This design comes from an exercise in tuning for small area and a short achievable clock period on the open sky130 flow, not from production work.
Function was checked by simulation only, so behaviour that the tests miss may differ from the original.
Power is estimated from default activity; no workload was simulated.

## design/flow/run.sh

```bash
#!/bin/bash
# synth_recipe.tcl (not shown) runs the flow's synth.tcl, then flattens the netlist and writes it again
# the make line also repeats each setting of config.mk as NAME=value (left out here)
make -C /OpenROAD-flow-scripts/flow DESIGN_CONFIG=/design/flow/config.mk WORK_HOME=/design/flow/orfs CLKGATE_MAP_FILE= SYNTH_SCRIPT=/design/flow/synth_recipe.tcl finish
```

## design/flow/config.mk

```make
export PLATFORM = sky130hd
export DESIGN_NAME = alu
export DESIGN_NICKNAME = alu
export VERILOG_FILES = /design/flow/design.v
export SDC_FILE = /design/flow/constraint.sdc
export NUM_CORES = 4
export LEC_CHECK = 0
export CAP_MARGIN = 20
export CORE_MARGIN = 2
export CORE_UTILIZATION = 40
export SLEW_MARGIN = 20
```

## design/flow/constraint.sdc

```tcl
create_clock -name core_clock -period 9.0 [get_ports {clk}]
set_input_delay 1.8000 -clock core_clock [delete_from_list [all_inputs] [get_ports {clk}]]
set_output_delay 1.8000 -clock core_clock [all_outputs]
set_load 0.01 [all_outputs]
```

## design/flow/design.v

```verilog
module alu # ( parameter WIDTH = 16, CMD_WIDTH = 4 ) (
	input clk, rst,
	input CE,
	input CIN,
	input mode,
	input [1:0] INP_INVALID,
	input [ CMD_WIDTH-1 :0] CMD,
	input [ WIDTH-1 :0] opa,
	input [ WIDTH-1 :0] opb,
	output reg ERR, OFLOW, g , l, e, cout,
	output reg [ 2 * WIDTH :0] RES
);
    localparam ADD = 4'd0,		 
	             SUB = 4'd1,
	             ADD_CIN = 4'd2,
	             SUB_CIN = 4'd3,
	             INC_A = 4'd4,
	             INC_B = 4'd5,
      	       DEC_A = 4'd6,
	             DEC_B = 4'd7,
      	       CMP = 4'd8,
	             ADD_MUL = 4'd9,
	             SHFTL_MUL = 4'd10,
	             ADD_SIG = 4'd11,
	             SUB_SIG = 4'd12;
    localparam AND = 4'd0,		 
               NAND = 4'd1,
               OR = 4'd2,
               NOR = 4'd3,
               XOR = 4'd4,
               XNOR = 4'd5,
               NOT_A = 4'd6,
               NOT_B = 4'd7,
               SHR1_A = 4'd8,
               SHL1_A = 4'd9,
               SHR1_B = 4'd10,
               SHL1_B = 4'd11,
	             ROL_A_B = 4'd12,
	             ROR_A_B = 4'd13;
    reg [ 2 * WIDTH :0] res;
    reg oflow,G,L,E,COUT,err;
    localparam POW_2_N = $clog2(WIDTH);  
    wire [POW_2_N - 1:0] SH_AMT = opb[POW_2_N - 1:0];
    wire [ 2 * WIDTH :0] sum      = opa + opb;
    wire [ 2 * WIDTH :0] sum_cin  = opa + opb + CIN;
    wire [ 2 * WIDTH :0] diff_cin = opa - opb - CIN;
    wire [ 2 * WIDTH :0] inc_a    = opa + 1;
    wire [ 2 * WIDTH :0] dec_a    = opa - 1;
    wire [ 2 * WIDTH :0] inc_b    = opb + 1;
    wire [ 2 * WIDTH :0] dec_b    = opb - 1;
    wire [ 2 * WIDTH :0] sum_sig  = $signed(opa) + $signed(opb);
    wire [ 2 * WIDTH :0] diff_sig = $signed(opa) - $signed(opb);
    wire sig_zero = ~|sum_sig;
    wire dif_zero = ~|diff_sig;
    wire sum_ovf  = (opa[WIDTH-1] == opb[WIDTH-1]) && (sum_sig[WIDTH-1] != opa[WIDTH-1]);
    wire dif_ovf  = (opa[WIDTH-1] != opb[WIDTH-1]) && (diff_sig[WIDTH-1] != opa[WIDTH-1]);
    wire [ WIDTH-1 :0] rot_l = (opa << SH_AMT) | (opa >> (WIDTH - SH_AMT));
    wire [ WIDTH-1 :0] rot_r = (opa >> SH_AMT) | (opa << (WIDTH - SH_AMT));
    wire rot_err = |opb[WIDTH - 1 : POW_2_N];
    always@( posedge clk or posedge rst ) begin
      if(rst) begin
            res <= {(2*WIDTH+1){1'b0}};
            {G, L, E, err, COUT, oflow} <= 6'b0;
      end
      else if( CE ) begin
		    if( mode ) begin  
		      if( INP_INVALID == 2'b11 ) begin
		          case( CMD )
		              ADD       : begin
		                              res   <= sum;
		                              {G, L, E, err, COUT, oflow} <= {5'b0, 1'b0};
		                              COUT  <= sum[WIDTH];
		                          end
		              SUB       : begin 
		                              res   <= opa - opb;
		                              {G, L, E, err, COUT, oflow} <= 6'b0;
		                              COUT  <= ( opa < opb ) ? 1'b1 : 1'b0;
		                          end
		              ADD_CIN   : begin
		                              res   <= sum_cin;
		                              {G, L, E, err} <= 4'b0;
		                              COUT  <= sum_cin[WIDTH];
		                              oflow <= sum_cin[WIDTH];
		                          end
		              SUB_CIN   : begin
		                              res   <= diff_cin;
		                              {G, L, E, err} <= 4'b0;
		                              COUT  <= diff_cin[WIDTH];
		                              oflow <= diff_cin[WIDTH];
		                          end
		              ADD_MUL   : begin
		                              res   <= ({{WIDTH{1'b0}},opa} + 1 ) * ({{WIDTH{1'b0}},opb} + 1 );
		                              {G, L, E, err, COUT, oflow} <= 6'b0;
		                          end
		              CMP       : begin
		                              res   <= 0;
		                              {err, COUT, oflow} <= 3'b0;
		                              {G,L,E} <= (opa > opb) ? 3'b100 : (opa < opb) ? 3'b010 : 3'b001;
		                          end
		              SHFTL_MUL : begin
		                              res   <= {{WIDTH{1'b0}},opa << 1} * opb;
		                              {G, L, E, err, COUT, oflow} <= 6'b0;
		                          end
		              ADD_SIG   : begin
		                              res   <= sum_sig;
		                              err   <= 1'b0;
		                              COUT  <= sum_sig[WIDTH];
		                              oflow <= sum_ovf;
		                              {G,L,E} <= sig_zero ? 3'b001 : sum_sig[2*WIDTH] ? 3'b010 : 3'b100;
		                          end
		              SUB_SIG   : begin
		                              res   <= diff_sig;
		                              err   <= 1'b0;
		                              COUT  <= diff_sig[WIDTH];
		                              oflow <= dif_ovf;
		                              {G,L,E} <= dif_zero ? 3'b001 : diff_sig[2*WIDTH] ? 3'b010 : 3'b100;
		                          end
		              default   : begin
		                              res <= {(2*WIDTH+1){1'b0}};
                                  {G, L, E, err, COUT, oflow} <= 6'b000100;
		                          end
		          endcase
		      end
		      else if( INP_INVALID == 2'b10 ) begin
		          case( CMD )
		              INC_A     : begin
		                              res   <= inc_a;
		                              {G, L, E, err} <= 4'b0;
		                              COUT  <= inc_a[WIDTH];
		                              oflow <= inc_a[WIDTH];
		                          end
		              DEC_A     : begin
		                              res   <= dec_a;
		                              {G, L, E, err, oflow} <= 5'b0;
		                              COUT  <= dec_a[WIDTH];
		                          end
		              default   : begin
		                              res <= {(2*WIDTH+1){1'b0}};
                                  {G, L, E, err, COUT, oflow} <= 6'b000100;
		                          end
		          endcase
		      end
		      else if( INP_INVALID == 2'b01 ) begin
		          case( CMD )
		              INC_B     : begin
		                              res   <= inc_b;
		                              {G, L, E, err} <= 4'b0;
		                              COUT  <= inc_b[WIDTH];
		                              oflow <= inc_b[WIDTH];
		                          end
		              DEC_B     : begin
		                              res   <= dec_b;
		                              {G, L, E, err, oflow} <= 5'b0;
		                              COUT  <= dec_b[WIDTH];
		                          end
		              default   : begin
		                              res <= {(2*WIDTH+1){1'b0}};
                                  {G, L, E, err, COUT, oflow} <= 6'b000100;
		                          end
		          endcase
		      end
		      else 
                res <= {(2*WIDTH+1){1'b0}};             
          end  
          else begin  
              if( INP_INVALID == 2'b11 ) begin
                  {G, L, E, err, COUT, oflow} <= 6'b0;
		          case( CMD )
		              AND       : res <= {{(WIDTH+1){1'b0}},(opa & opb)};
		              OR        : res <= {{(WIDTH+1){1'b0}},(opa | opb)};
		              NAND      : res <= {{(WIDTH+1){1'b0}},(~(opa & opb))};
		              XOR       : res <= {{(WIDTH+1){1'b0}},(opa ^ opb)};
		              NOR       : res <= {{(WIDTH+1){1'b0}},(~(opa | opb))};
		              XNOR      : res <= {{(WIDTH+1){1'b0}},(~(opa ^ opb))};
		              ROL_A_B   : begin
		                              res <= {{(WIDTH+1){1'b0}},rot_l};
		                              err <= rot_err;
		                          end 
		              ROR_A_B   : begin
		                              res <= {{(WIDTH+1){1'b0}},rot_r};
		                              err <= rot_err;
		                          end
		              default   : begin
		                              res <= {(2*WIDTH+1){1'b0}};
                                  {G, L, E, err, COUT, oflow} <= 6'b000100;
		                          end
		          endcase
		      end
		      else if( INP_INVALID == 2'b10 ) begin                    
		          {G, L, E, err, COUT, oflow} <= 6'b0;
		          case( CMD )
		              NOT_A     : res <= {{(WIDTH+1){1'b0}},(~opa)};
		              SHR1_A    : res <= {{(WIDTH+1){1'b0}},(opa >> 1)};
		              SHL1_A    : res <= {{(WIDTH+1){1'b0}},(opa << 1)};
		              default   : begin
		                              res <= {(2*WIDTH+1){1'b0}};
                                  {G, L, E, err, COUT, oflow} <= 6'b000100;
		                          end
		          endcase
		      end
		      else if( INP_INVALID == 2'b01 ) begin
		          {G, L, E, err, COUT, oflow} <= 6'b0;
		          case( CMD )
		              NOT_B     : res <= {{(WIDTH+1){1'b0}},(~opb)};
		              SHR1_B    : res <= {{(WIDTH+1){1'b0}},(opb >> 1)};
		              SHL1_B    : res <= {{(WIDTH+1){1'b0}},(opb << 1)};
		              default   : begin
		                              res <= {(2*WIDTH+1){1'b0}};
                                  {G, L, E, err, COUT, oflow} <= 6'b000100;
		                          end
		          endcase
		      end
		      else begin
                res <= {(2*WIDTH+1){1'b0}};
                {G, L, E, err, COUT, oflow} <= 6'b000100;
              end  
          end
       end
       end
       always@( * ) begin
          RES = res;
		      cout = COUT;
	        {g,l,e} = {G,L,E};
		      OFLOW = oflow;
		      ERR = err;
       end
endmodule
```

==> results_dict.tcl <==
set metrics [dict create \
    synth_nets 4285 \
    grt_pass1_wl_um 187000 \
    drc_errors 0 \
    area_growth_pct 16.7 \
    row_count 96 \
    grt_pass1_vias 28400 \
    layout.cells.non_filler 4739 \
    synth_edf_count 0 \
    fin_nets 4558 \
    leakage_nw 15.3 \
    synth_area_mm2 0.0276 \
    power_density_mw_per_mm2 445 \
    grt.overflow.total 0 \
    seq_area_frac_synth_pct 3.54 \
    fin_worst_skew_ps 0 \
    critPathRequiredTime_ps 9170 \
    start_kind "primary input" \
    multiInputGateArea_mm2 0.0241 \
    antenna_found_initial 2 \
    drive_above_1_share_pct 13.5 \
    synth_seq_cells 39 \
    clockBufferDepth 2 \
    wl_met3_um 14300 \
    status "finished clean" \
    grt_max_degree 57 \
    initial_core_util_pct 40.3 \
    routedWlPerCell_um 26.5 \
    clock-sinks 39 \
    wl_um 126000 \
    finalWorstPathRequiredPeriod_ps 8690 \
    core_mm2 0.0685 \
    drt-vias-per-instance 5.99 \
    crit_fanout 3 \
    track_usage_pct 35.6 \
    peakVddDrop_v 0.000775 \
    mostFrequentLayoutCell "inv_1" \
    initialDrtViolationCount 3133 \
    async_flop_share_pct 100 \
    gp_congestion 1.03 \
    critPathKind "primary input to flop" \
    worst_ep_arrival_time_ps 8860 \
    hold_buffers 0 \
    syn_area_per_cell_um2 7.71 \
    max_freq_mhz 115 \
    die-area_mm2 0.0711 \
    dr_wl_met2_um 52700 \
    antenna_left 0 \
    place_hpwl_um 103000 \
    report.final.hold_viol_count 0 \
    slew_viol_final 0 \
    drtPass1Iterations 8 \
    yosysWarnings 1 \
    die_y_um 267 \
    clock_latency_ps 300 \
    end_kind "flop" \
    setup_tns_ps 0 \
    synth_top_flop_cell "dfrtp_1" \
    io_buffers 81 \
    nFillCells 7017 \
    mostFrequentLayoutCells "503 x inv_1, 475 x nand2_1, 402 x fa_1, 383 x buf_4, 376 x nor2_1" \
    cts_made_buffers 5 \
    finalCritPeriodShare_pct 96.6 \
    cts.clk_slew.worst_paths_ps 70 \
    synthCells 3580 \
    cts_tree "built" \
    worst_pin_slew_ps 1150 \
    synthTopCellsByArea "fa_1 29%, ha_1 12%, inv_1 6.9%" \
    dpl.cell_count 4718 \
    cap_violations 0 \
    die-width_um 267 \
    ys_types 85 \
    ctsRootBufferMaster "clkbuf_16" \
    netlist.area_leader.share_pct 29.4 \
    dr_total_vias 28400 \
    hold_path.class "flop to flop" \
    wl_met1_um 49900 \
    maxUsedRoutingLayer "met5" \
    final_core_util_pct 47.0 \
    setup_viol 0 \
    cts_htree_levels 2 \
    seq_area_um2 976 \
    ios 82 \
    yosys.area.top_type "fa_1" \
    maxSlewHeadroom_pct 23.3 \
]
cells in the mapped netlist (53+ instances only):
| master | n |
|---|---|
| inv_1 | 505 |
| nand2_1 | 475 |
| fa_1 | 405 |
| nor2_1 | 379 |
| ha_1 | 257 |
| clkbuf_1 | 159 |
| xnor2_1 | 152 |
| a21oi_1 | 149 |
| o21ai_0 | 108 |
| o22ai_1 | 73 |
| nor3_1 | 58 |
| nand3_1 | 53 |
path summary, 6_finish.rpt:
| kind | start | to | slack, ps | cells past startpoint |
|---|---|---|---|---|
| min in group asynchronous | rst | res[24] | 2040 | 2 |
| worst min-delay path | res[22] | res[22] | 490 | 1 |
| worst min register to register | res[22] | res[22] | 490 | 1 |
| worst max-delay path | opa[12] | res[27] | 310 | 25 |
| max in group asynchronous | rst | res[6] | 6300 | 2 |
| worst max register to register | res[14] | res[14] | 6810 | 6 |
layout make-up:
type	count	share of cell area [%]
antenna	3	0.0233
clock buffer	5	0.389
clock inverter	3	0.136
inverter	528	6.16
multi-input combinational	2802	74.8
sequential	39	3.03
tap	882	3.43
timing repair buffer	477	12.0
routing by layer:
| layer | global-route usage [%] | up-vias |
|---|---|---|
| met5 | 0 | - |
| met4 | 19.2 | 4 |
| met3 | 8.81 | 407 |
| met2 | 53.5 | 1632 |
| met1 | 47.0 | 13900 |
| li1 | - | 12400 |
timing repair:
item / in CTS / in global routing
resized for setup: 25 / 60
endpoints found under the setup margin: 16 / 16
pin swaps: 6 / 22
buffers inserted: 4 / 6
registers in the layout, indices dropped and copies added (netlist names):
register,count
E,1
COUT,1
res,33
err,1
G,1
oflow,1
L,1
through the flow:
step	instance area, um^2	hold slack (ps)	worst slack (ps)	total power, W
3_3_place_gp	31700	475	-575	0.0133
5_1_grt	32200	509	-36.4	0.0153
6_report	32200	489	305	0.0143
2_1_floorplan	27600	516	8.76	0.00666
4_1_cts	32000	493	8.68	0.0138
3_5_place_dp	31700	476	-666	0.0133
worst max-delay path, stage by stage:
cell and delay, ps:
clkdlybuf4s50_1 530, buf_4 170, nand3_1 320, buf_4 270
nor4_1 240, buf_4 180, nand2_1 70, fa_1 530
fa_1 550, inv_1 50, fa_1 490, fa_1 510
fa_1 510, inv_1 50, fa_1 480, inv_1 40
ha_1 310, buf_4 160, a21o_1 200, a22o_4 290
a221o_1 400, a211oi_2 250, xnor2_1 120, a221oi_2 220
o2bb2ai_1 100
power breakdown:
part	leakage [nW]	total (W)	switching [W]	internal (W)
Sequential	0.515	0.000217	0.0000261	0.000191
Clock	0.0838	0.000227	0.0000957	0.000132
Combinational	14.7	0.0139	0.00805	0.00582
logic make-up (layout without fill, tap and decap cells):
kind of cell    Yosys count  in the layout  synth area share, %
simple gates           1167           1167                 18.5
xor+xnor                199            199                 6.32
flops                    39             39                 3.54
buf+inv                 739           1013                 10.2
fa+ha+maj               662            662                 41.0
mux                      62             62                 2.66
other cells               0              3                    0
compound gates          712            712                 17.8

[port drivers added, routing unchanged]
Ports are ideal in the flow. The routed layout listed here was re-timed in OpenROAD. Step 1 assumes that a clkbuf_16 drives the clock port and a buf_2 every other input. Step 2 moves the port delays by t, midway between the first and last clock arrival at a register: inputs arrive t later, outputs are due t later. That takes back most of the time a late clock gives input paths. Three values: no drivers, after step 1, after step 2; two values: the first two.
t, ns: 0.350
slack for setup (ns): 0.305 / 0.318 / -0.032
worst setup path at the end: input to register
clock arrival spread, ns: 0.013 / 0.013
With both steps, setup timing fails in this run, where it was met with ideal ports. The setup slack of this run moves by +0.013 ns with the drivers and by -0.337 ns with both steps.
